Background: an optimization exercise with open tools, aiming at small area, a short achievable clock period and few clock cycles per item. Do not read the settings as production practice.
At most, simulation tests tie the RTL to the original design; equivalence was not proved.

==> flow/design.v (excerpt) <==
module angle_frame(
	input clk,
	input rst,
	input start,
	input [11:0] x,
	input [11:0] y,
	output [55:0] frame,
	output frame_valid
    );
For scale: roughly 2500 cells after synthesis.
export LEC_CHECK = 0
export CAP_MARGIN = 20
export CORE_MARGIN = 2
export CORE_UTILIZATION = 40
export SETUP_SLACK_MARGIN = 4.6
export SLEW_MARGIN = 20
export SYNTH_MEMORY_MAX_BITS = 65536
create_clock -name core_clock -period 8.0 [get_ports {clk}]
standard.sh (not shown) runs the stock make flow with config.mk's settings and CLKGATE_MAP_FILE= SYNTH_SCRIPT=/design/flow/synth_recipe.tcl, a recipe that flattens the netlist after the stock synthesis.
==> flow/flow/run.sh <==
#!/bin/bash
# Layout flow: the standard synthesis, then the combinational logic
# (everything but the flip-flops, which keep their names and cells) is
# re-mapped by ABC with an area-recovering script; then the standard
# layout from the netlist, with sky130_fd_sc_hd__buf_2 port buffers.
# Every tool's output goes to a log file in this folder.
set -euo pipefail
bash standard.sh synth > flow_synth.log 2>&1
R=orfs/results/sky130hd/angle_frame/base
cp $R/1_2_yosys.v $R/1_2_yosys_standard.v
LIB=$FLOW_HOME/platforms/sky130hd/lib/sky130_fd_sc_hd__tt_025C_1v80.lib
sed -e "s#@IN@#$R/1_2_yosys_standard.v#" -e "s#@OUT@#$R/1_2_yosys.v#" \
    -e "s#@LIB@#$LIB#g" -e "s#@ABC@#flow/resynth.abc#" flow/resynth.ys > resynth.ys
yosys -l yosys_resynth.log -q resynth.ys > /dev/null 2>&1
bash standard.sh BUFFER_PORTS_ARGS="-buffer_cell sky130_fd_sc_hd__buf_2" finish > flow_finish.log 2>&1
Other scripts of this flow, unchanged in this note and not shown: flow/flow/resynth.abc, flow/flow/resynth.ys
The baseline went through all stages and came out clean.
Testbench counts at the start, summed over its fixed seeds: cycles 155,428, frames 8,000.
Then changed:
- CORE_UTILIZATION: 40 -> 30
- CTS_BUF_LIST: not set -> sky130_fd_sc_hd__clkbuf_16
- CTS_CLUSTER_DIAMETER: not set -> 80
- CTS_CLUSTER_SIZE: not set -> 24
Effect:
- non-clock buffer count came out higher by 3
- hold slack is worse by 0.0059 ns
- via count falls by 1.7%
- clock-buffer cell count is unchanged
- wire length falls by 3.0%
Then changed:
- CORE_UTILIZATION: 30 -> 40
- SETUP_SLACK_MARGIN: 4.6 -> 4.7
Wire length rose by 5.2%; clock skew grows by 0.0031 ns; hold slack degrades by 0.0070 ns; register-to-register slack is about the same; non-clock buffer count goes up by 23.

========
angle_frame, a different RTL version from the one above (not shown whole).
==> flow/design.v (excerpt) <==
module angle_frame(
	input clk,
	input rst,
	input start,
	input [11:0] x,
	input [11:0] y,
	output [55:0] frame,
	output frame_valid
    );
==> flow/config.mk <==
export PLATFORM = sky130hd
export DESIGN_NAME = angle_frame
export DESIGN_NICKNAME = angle_frame
export VERILOG_FILES = /design/flow/design.v
export SDC_FILE = /design/flow/constraint.sdc
export NUM_CORES = 8
export LEC_CHECK = 0
export CAP_MARGIN = 20
export CORE_MARGIN = 2
export CORE_UTILIZATION = 30
export CTS_BUF_LIST = sky130_fd_sc_hd__clkbuf_16
export CTS_CLUSTER_DIAMETER = 80
export CTS_CLUSTER_SIZE = 24
export SETUP_SLACK_MARGIN = 4.7
export SLEW_MARGIN = 20
export SYNTH_MEMORY_MAX_BITS = 65536
==> flow/constraint.sdc <==
create_clock -name core_clock -period 8.0 [get_ports {clk}]
set_input_delay 1.6000 -clock core_clock [delete_from_list [all_inputs] [get_ports {clk}]]
set_output_delay 1.6000 -clock core_clock [all_outputs]
set_load 0.01 [all_outputs]
==> flow/flow/resynth.abc <==
strash
dch
map -B 0.4
topo
stime -c
upsize -c
dnsize -c
==> flow/flow/resynth.ys <==
read_liberty -overwrite -ignore_miss_func @LIB@
read_verilog -overwrite @IN@
hierarchy -top angle_frame
setattr -mod -set keep_hierarchy 1 sky130_fd_sc_hd__df*
flatten
opt_clean
abc -script @ABC@ -liberty @LIB@ -dont_use sky130_fd_sc_hd__lpflow_bleeder_1 -dont_use sky130_fd_sc_hd__lpflow_clkbufkapwr_1 -dont_use sky130_fd_sc_hd__lpflow_clkbufkapwr_16 -dont_use sky130_fd_sc_hd__lpflow_clkbufkapwr_2 -dont_use sky130_fd_sc_hd__lpflow_clkbufkapwr_4 -dont_use sky130_fd_sc_hd__lpflow_clkbufkapwr_8 -dont_use sky130_fd_sc_hd__lpflow_clkinvkapwr_1 -dont_use sky130_fd_sc_hd__lpflow_clkinvkapwr_16 -dont_use sky130_fd_sc_hd__lpflow_clkinvkapwr_2 -dont_use sky130_fd_sc_hd__lpflow_clkinvkapwr_4 -dont_use sky130_fd_sc_hd__lpflow_clkinvkapwr_8 -dont_use sky130_fd_sc_hd__lpflow_decapkapwr_12 -dont_use sky130_fd_sc_hd__lpflow_decapkapwr_3 -dont_use sky130_fd_sc_hd__lpflow_decapkapwr_4 -dont_use sky130_fd_sc_hd__lpflow_decapkapwr_6 -dont_use sky130_fd_sc_hd__lpflow_decapkapwr_8 -dont_use sky130_fd_sc_hd__lpflow_inputiso0n_1 -dont_use sky130_fd_sc_hd__lpflow_inputiso0p_1 -dont_use sky130_fd_sc_hd__lpflow_inputiso1n_1 -dont_use sky130_fd_sc_hd__lpflow_inputiso1p_1 -dont_use sky130_fd_sc_hd__lpflow_inputisolatch_1 -dont_use sky130_fd_sc_hd__lpflow_isobufsrc_1 -dont_use sky130_fd_sc_hd__lpflow_isobufsrc_16 -dont_use sky130_fd_sc_hd__lpflow_isobufsrc_2 -dont_use sky130_fd_sc_hd__lpflow_isobufsrc_4 -dont_use sky130_fd_sc_hd__lpflow_isobufsrc_8 -dont_use sky130_fd_sc_hd__lpflow_isobufsrckapwr_16 -dont_use sky130_fd_sc_hd__lpflow_lsbuf_lh_hl_isowell_tap_1 -dont_use sky130_fd_sc_hd__lpflow_lsbuf_lh_hl_isowell_tap_2 -dont_use sky130_fd_sc_hd__lpflow_lsbuf_lh_hl_isowell_tap_4 -dont_use sky130_fd_sc_hd__lpflow_lsbuf_lh_isowell_4 -dont_use sky130_fd_sc_hd__lpflow_lsbuf_lh_isowell_tap_1 -dont_use sky130_fd_sc_hd__lpflow_lsbuf_lh_isowell_tap_2 -dont_use sky130_fd_sc_hd__lpflow_lsbuf_lh_isowell_tap_4 -dont_use sky130_fd_sc_hd__probe_p_8 -dont_use sky130_fd_sc_hd__probec_p_8 
opt_clean -purge
hilomap -singleton -hicell sky130_fd_sc_hd__conb_1 HI -locell sky130_fd_sc_hd__conb_1 LO
setundef -zero
splitnets
opt_clean -purge
stat -liberty @LIB@
delete =sky130_fd_sc_hd__*
write_verilog -noattr -noexpr -nohex -nodec @OUT@
Scripts as last shown in full above: flow/flow/run.sh
The baseline produced a clean layout.
Testbench counts at the start, summed over its fixed seeds: cycles 155,428, frames 8,000.
Edit:
==> flow/flow/resynth.abc (replaced) <==
strash
dch
map -B 0.2
topo
stime -c
upsize -c
dnsize -c
- CORE_UTILIZATION: 30 -> 40
- PLACE_DENSITY: unset -> 0.5
- SETUP_SLACK_MARGIN: 4.7 -> 4.6
- sequential share of layout area climbs by 0.25 points
- design area drops by 1.7%
- utilization climbs by 10 points
Edit:
==> flow/flow/resynth.abc (replaced) <==
strash
dch
map -B 0.2
topo
dnsize
The changed run ran to the end with no violations; cell count increases slightly; die area went down by a few percent; core utilization went up by 3.8 points; routed wire length rose by a few percent; area after synthesis falls by a few percent; design area rose slightly.

========
Another version of the RTL of angle_frame (not shown whole).
Size in the first run: roughly 84 I/O pins, about 16000 sq um of cells after synthesis.
==> flow/design.v (excerpt) <==
module angle_frame(
	input clk,
	input rst,
	input start,
	input [11:0] x,
	input [11:0] y,
	output [55:0] frame,
	output frame_valid
    );
Settings: LEC_CHECK=0, CAP_MARGIN=20, CORE_MARGIN=2, CORE_UTILIZATION=40, CTS_BUF_LIST=sky130_fd_sc_hd__clkbuf_16, CTS_CLUSTER_DIAMETER=80, CTS_CLUSTER_SIZE=24, SETUP_SLACK_MARGIN=5.0, SLEW_MARGIN=20, SYNTH_MEMORY_MAX_BITS=65536; clock period 8.0 ns.
==> flow/flow/resynth.abc <==
strash
dch
map -B 0.2
topo
stime -c
upsize -c
dnsize -c
Scripts as last shown in full above: flow/flow/run.sh, flow/flow/resynth.ys
Testbench counts at the start, summed over its fixed seeds: cycles 159,356, frames 8,000.
Then changed:
Settings changed: SETUP_SLACK_MARGIN 5.0 to 4.0.
Result:
- clock skew climbs by 0.0051 ns
- fmax drops by 13%
- cell area drops by 9.7%
- clock-buffer cell count does not change
- flip-flop and latch count is unchanged
Then changed:
Settings changed: SETUP_SLACK_MARGIN 4.0 to 4.7, TNS_END_PERCENT from default to 10.
Result:
- final area rises by 4.3%
- global-route usage rises by 0.52 points
- non-clock buffer count went up by 38
- utilization rose by 1.9 points
- sequential share of layout area is lower by 0.69 points
- flip-flop and latch count stays the same
- hold slack barely changes
- clock-buffer cell count does not change
- final cell count increases by 1.3%
- setup slack improved by 0.44 ns
Then changed:
Settings changed: CTS_BUF_LIST sky130_fd_sc_hd__clkbuf_16 to default, CTS_CLUSTER_DIAMETER 80 to default, CTS_CLUSTER_SIZE 24 to default, SETUP_SLACK_MARGIN 4.7 to 4.0, TNS_END_PERCENT 10 to default.
After rerunning:
- fmax fell by 11%
- sequential share of layout area climbs by 0.40 points
- synthesized cell count stays the same
- global-route usage decreases by 0.51 points
- utilization decreases by 1.4 points
- clock skew drops by 0.0074 ns
- cell area went down by about 3%
- via count stays flat
- register-to-register slack got worse by 0.62 ns
Then changed:
Settings changed: CTS_BUF_LIST from default to sky130_fd_sc_hd__clkbuf_16, CTS_CLUSTER_DIAMETER from default to 80, CTS_CLUSTER_SIZE from default to 24, SETUP_SLACK_MARGIN 4.0 to 4.4.
After rerunning: Non-clock buffer count rose by 9; via count barely changes; clock skew went up by 0.011 ns.
Then changed:
Settings changed: SETUP_SLACK_MARGIN 4.4 to 4.8.
Result: Non-clock buffer count rose by 49. Wire length is higher by a few percent. Synthesized area is unchanged.

========
Another version of the RTL of angle_frame (not shown whole).
Size in the first run: roughly 2400 cells after synthesis, roughly 84 I/O pins.
==> flow/config.mk <==
export PLATFORM = sky130hd
export DESIGN_NAME = angle_frame
export DESIGN_NICKNAME = angle_frame
export VERILOG_FILES = /design/flow/design.v
export SDC_FILE = /design/flow/constraint.sdc
export NUM_CORES = 8
export LEC_CHECK = 0
export CAP_MARGIN = 20
export CORE_MARGIN = 2
export CORE_UTILIZATION = 40
export CTS_BUF_LIST = sky130_fd_sc_hd__clkbuf_8
export CTS_CLUSTER_DIAMETER = 100
export CTS_CLUSTER_SIZE = 20
export SETUP_SLACK_MARGIN = 4.0
export SLEW_MARGIN = 20
export SYNTH_MEMORY_MAX_BITS = 65536
==> flow/constraint.sdc <==
create_clock -name core_clock -period 8.0 [get_ports {clk}]
set_input_delay 1.6000 -clock core_clock [delete_from_list [all_inputs] [get_ports {clk}]]
set_output_delay 1.6000 -clock core_clock [all_outputs]
set_load 0.01 [all_outputs]
Scripts as last shown in full above: flow/flow/run.sh, flow/flow/resynth.abc, flow/flow/resynth.ys
The first run produced a clean layout.
Change:
- CTS_BUF_LIST: sky130_fd_sc_hd__clkbuf_8 -> default
- CTS_CLUSTER_DIAMETER: 100 -> default
- CTS_CLUSTER_SIZE: 20 -> default
=>
- The new run finished with timing, DRC and antenna clean
- via count climbs slightly
- flip-flop and latch count is unchanged
- worst hold slack is about the same
Change:
--- a/flow/flow/run.sh
+++ b/flow/flow/run.sh
@@ -3,5 +3,5 @@
 # (everything but the flip-flops, which keep their names and cells) is
 # re-mapped by ABC with an area-recovering script; then the standard
-# layout from the netlist, with sky130_fd_sc_hd__buf_2 port buffers.
+# layout from the netlist, with sky130_fd_sc_hd__buf_4 port buffers.
 # Every tool's output goes to a log file in this folder.
 set -euo pipefail
@@ -13,3 +13,3 @@
     -e "s#@LIB@#$LIB#g" -e "s#@ABC@#flow/resynth.abc#" flow/resynth.ys > resynth.ys
 yosys -l yosys_resynth.log -q resynth.ys > /dev/null 2>&1
-bash standard.sh BUFFER_PORTS_ARGS="-buffer_cell sky130_fd_sc_hd__buf_2" finish > flow_finish.log 2>&1
+bash standard.sh BUFFER_PORTS_ARGS="-buffer_cell sky130_fd_sc_hd__buf_4" finish > flow_finish.log 2>&1
The changed run completed without violations. Routed wire length came out lower by 1.2%. Cell count hardly moves. Count of clock-buffer cells in the layout is unchanged. Cell area came out higher by 0.33%. Non-clock buffer count came out higher by 4. Global-route usage came out lower by 0.13 points. Via count came out lower by 0.64%. First-iteration DRC count came out higher by 14%. Worst hold slack improved by 0.0032 ns. Critical path depth came out lower by 2.
Change:
--- a/flow/flow/run.sh
+++ b/flow/flow/run.sh
@@ -3,5 +3,5 @@
 # (everything but the flip-flops, which keep their names and cells) is
 # re-mapped by ABC with an area-recovering script; then the standard
-# layout from the netlist, with sky130_fd_sc_hd__buf_4 port buffers.
+# layout from the netlist, with sky130_fd_sc_hd__buf_2 port buffers.
 # Every tool's output goes to a log file in this folder.
 set -euo pipefail
@@ -13,3 +13,3 @@
     -e "s#@LIB@#$LIB#g" -e "s#@ABC@#flow/resynth.abc#" flow/resynth.ys > resynth.ys
 yosys -l yosys_resynth.log -q resynth.ys > /dev/null 2>&1
-bash standard.sh BUFFER_PORTS_ARGS="-buffer_cell sky130_fd_sc_hd__buf_4" finish > flow_finish.log 2>&1
+bash standard.sh BUFFER_PORTS_ARGS="-buffer_cell sky130_fd_sc_hd__buf_2" finish > flow_finish.log 2>&1
- CTS_BUF_LIST: default -> sky130_fd_sc_hd__clkbuf_16
- CTS_CLUSTER_DIAMETER: default -> 80
- CTS_CLUSTER_SIZE: default -> 24
- SETUP_SLACK_MARGIN: 4.0 -> 4.7
Outcome:
- The changed run produced a clean layout
- worst setup slack gains 0.53 ns
- final area increases by 11%
- non-clock buffer count increases by 119
- via count increases by 4.0%
- utilization increases by 5.2 points
- first-iteration DRC count decreases by 1.9%
- synthesized area stays the same
No functional check of the RTL was part of any run of this note.

========
== job 1166 ==
RTL: one of the versions met above, not the one the previous note started from.
For scale: about 84 I/O pins, ~16000 um2 of cells after synthesis.
Design angle_frame, start of the top module:
module angle_frame(
	input clk,
	input rst,
	input start,
	input [11:0] x,
	input [11:0] y,
	output [55:0] frame,
	output frame_valid
    );
	reg        busy;
	reg        valid;
	reg  [20:0] dig;
	reg  [7:0]  crc_hi;          
	wire [31:0] z;
	wire [20:0] dig_next;
	wire [7:0]  crc_hi_next, crc_lo, crc_0;
	wire        far2, far1, dec;
	atang Arctg_alg(.clk(clk), .load(start), .x(x), .y(y), .z(z),
	                .far2(far2), .far1(far1), .dec(dec));
	conv_dec_ascii Conversie(.d_in(z[31:15]), .digits(dig_next));
	CRC crc_a(.digits({dig_next[20:4], 4'd0}), .crc(crc_hi_next));
	CRC crc_b(.digits({17'd0, dig[3:0]}), .crc(crc_lo));
	CRC crc_c(.digits(21'd0), .crc(crc_0));
	reg        pend;
	reg        dprev;
	wire       late = pend & (dec ^ dprev);
	wire       live = busy & ~late;
	always @(posedge clk) begin
		dig <= dig_next;
		crc_hi <= crc_hi_next;
		dprev <= dec;
		if (rst) begin
			busy  <= 1'b0;
			valid <= 1'b0;
			pend  <= 1'b0;
		end else begin
			busy  <= start | (live & ~far2);
			valid <= live & far2;
			pend  <= live & ~far2 & far1;
		end
	end
	assign frame = {7'b0011000, dig[20], 4'h3, dig[19:16], 4'h3, dig[15:12],
	                4'h3, dig[11:8], 4'h3, dig[7:4], 4'h3, dig[3:0],
	                crc_hi ^ crc_lo ^ crc_0};
	assign frame_valid = valid | late;
endmodule
clock: 8.0 ns
lec_check: 0
cap_margin: 20
core_margin: 2
core_utilization: 40
cts_buf_list: sky130_fd_sc_hd__clkbuf_16
cts_cluster_diameter: 80
cts_cluster_size: 24
gpl_routability_driven: 0
setup_slack_margin: 4.6
slew_margin: 20
synth_memory_max_bits: 65536
==> flow/flow/run.sh <==
#!/bin/bash
# Layout flow: the standard synthesis, then the combinational logic
# (everything but the flip-flops, which keep their names and cells) is
# re-mapped by ABC with an area-recovering script; then the standard
# layout from the netlist, with sky130_fd_sc_hd__buf_2 port buffers.
# Every tool's output goes to a log file in this folder.
set -euo pipefail
bash standard.sh synth > flow_synth.log 2>&1
R=orfs/results/sky130hd/angle_frame/base
cp $R/1_2_yosys.v $R/1_2_yosys_standard.v
LIB=$FLOW_HOME/platforms/sky130hd/lib/sky130_fd_sc_hd__tt_025C_1v80.lib
sed -e "s#@IN@#$R/1_2_yosys_standard.v#" -e "s#@OUT@#$R/1_2_yosys.v#" \
    -e "s#@LIB@#$LIB#g" -e "s#@ABC@#flow/resynth.abc#" flow/resynth.ys > resynth.ys
yosys -l yosys_resynth.log -q resynth.ys > /dev/null 2>&1
bash standard.sh BUFFER_PORTS_ARGS="-buffer_cell sky130_fd_sc_hd__buf_2" finish > flow_finish.log 2>&1
Scripts as last shown in full above: flow/flow/resynth.abc, flow/flow/resynth.ys
Testbench counts of job 1166, summed over its fixed seeds: cycles 155,428, frames 8,000.
diff inputs: job 1166 => job 9586
- GPL_ROUTABILITY_DRIVEN no longer set, was 0
==> flow/flow/resynth.abc <==
strash
dch
map -B 0.2
topo
dnsize
Job 9586 vs job 1166, master of the slowest instance on the critical path: nor2_2 vs o211ai_2
Job 1166 was routed with fewer vias than job 9586.
Taking job 1166 as the reference, in job 9586 total wire length after detailed routing now sits higher; total half-perimeter wirelength after legalization and detailed placement +1900 um; maximum number of pins on one net before global-route repair went down 48%.
> inputs changed (job 9586 -> job 7501)
- changing CORE_UTILIZATION from 40 to 30
- changing SETUP_SLACK_MARGIN from 4.6 to 4.7
[summary]
Wire: job 7501 routes less than job 9586. Taking job 9586 as the reference, in job 7501 post-detailed-route count of antenna-violating nets has remained practically unchanged; non-clock buffer count has decreased; global-route usage has decreased; insertion delay to the later sink of the worst-skew pair has remained practically unchanged. On layout overhead on the synthesized area: between job 7501 and job 9586, it ends up lower for job 9586. Diff job 7501 and job 9586: via count lower in job 7501. Between job 9586 and job 7501, the flow reports vias per cell decreasing by a few percent. Between job 7501 and job 9586, it is job 7501 whose setup fix buffers added after clock tree synthesis is lower, by 16. Cmp job 7501 and job 9586 / max-slew headroom at the worst pin / higher: job 7501.

[what the ideal ports hide]
No port has a modelled driver above. Below, the same layouts with a new extraction and two added sets of constraints.
Step 1 (the two cells are an assumption about what drives the block):
set clk [get_ports {clk}]
set_driving_cell -lib_cell sky130_fd_sc_hd__clkbuf_16 $clk
set_driving_cell -lib_cell sky130_fd_sc_hd__buf_2 [delete_from_list [all_inputs] $clk]
Step 2, shift: input delay + t, output delay - t, t = (earliest + latest rising clock arrival at the registers) / 2. This alone moves slack from input paths to output paths.
Three values: ideal ports, drivers, drivers and shift; two values: the first two.
run | t, ns | setup slack, ns | worst setup path after step 2 | worst slew at a driven data input, ns
the first run of note 1 | 0.526 | 4.684 / 4.629 / 4.204 | input to register | 0.03
the second run of note 1 | 0.539 | 4.723 / 4.670 / 4.246 | input to register | 0.03
the third run of note 1 | 0.522 | 4.727 / 4.696 / 4.223 | input to register | 0.05
the first run of note 2 | 0.546 | 4.723 / 4.727 / 4.181 | input to register | 0.06
the second run of note 2 | 0.546 | 4.745 / 4.744 / 4.231 | input to register | 0.04
the third run of note 2 | 0.518 | 4.550 / 4.553 / 4.035 | input to register | 0.06
the first run of note 3 | 0.587 | 4.732 / 4.740 / 4.153 | input to register | 0.06
the second run of note 3 | 0.581 | 4.240 / 4.240 / 3.968 | input to register | 0.03
the third run of note 3 | 0.591 | 4.680 / 4.701 / 4.110 | input to register | 0.06
the fourth run of note 3 | 0.603 | 4.259 / 4.259 / 3.965 | input to register | 0.03
the fifth run of note 3 | 0.581 | 4.627 / 4.627 / 4.130 | input to register | 0.03
the sixth run of note 3 | 0.581 | 4.695 / 4.706 / 4.125 | input to register | 0.06
the first run of note 4 | 0.570 | 4.157 / 4.157 / 3.833 | input to register | 0.03
the second run of note 4 | 0.522 | 4.129 / 4.129 / 3.895 | input to register | 0.03
the third run of note 4 | 0.556 | 4.142 / 4.142 / 3.890 | input to register | 0.04
the fourth run of note 4 | 0.546 | 4.668 / 4.668 / 4.211 | input to register | 0.06
job 1166 | 0.508 | 4.696 / 4.688 / 4.180 | input to register | 0.07
job 9586 | 0.518 | 4.505 / 4.542 / 4.023 | input to register | 0.05
job 7501 | 0.534 | 4.577 / 4.595 / 4.062 | input to register | 0.06
After both steps every run listed still meets setup and hold. For the first run of note 3, which loses most, drivers alone change the setup slack by +0.008 ns; drivers and shift together by -0.579 ns.
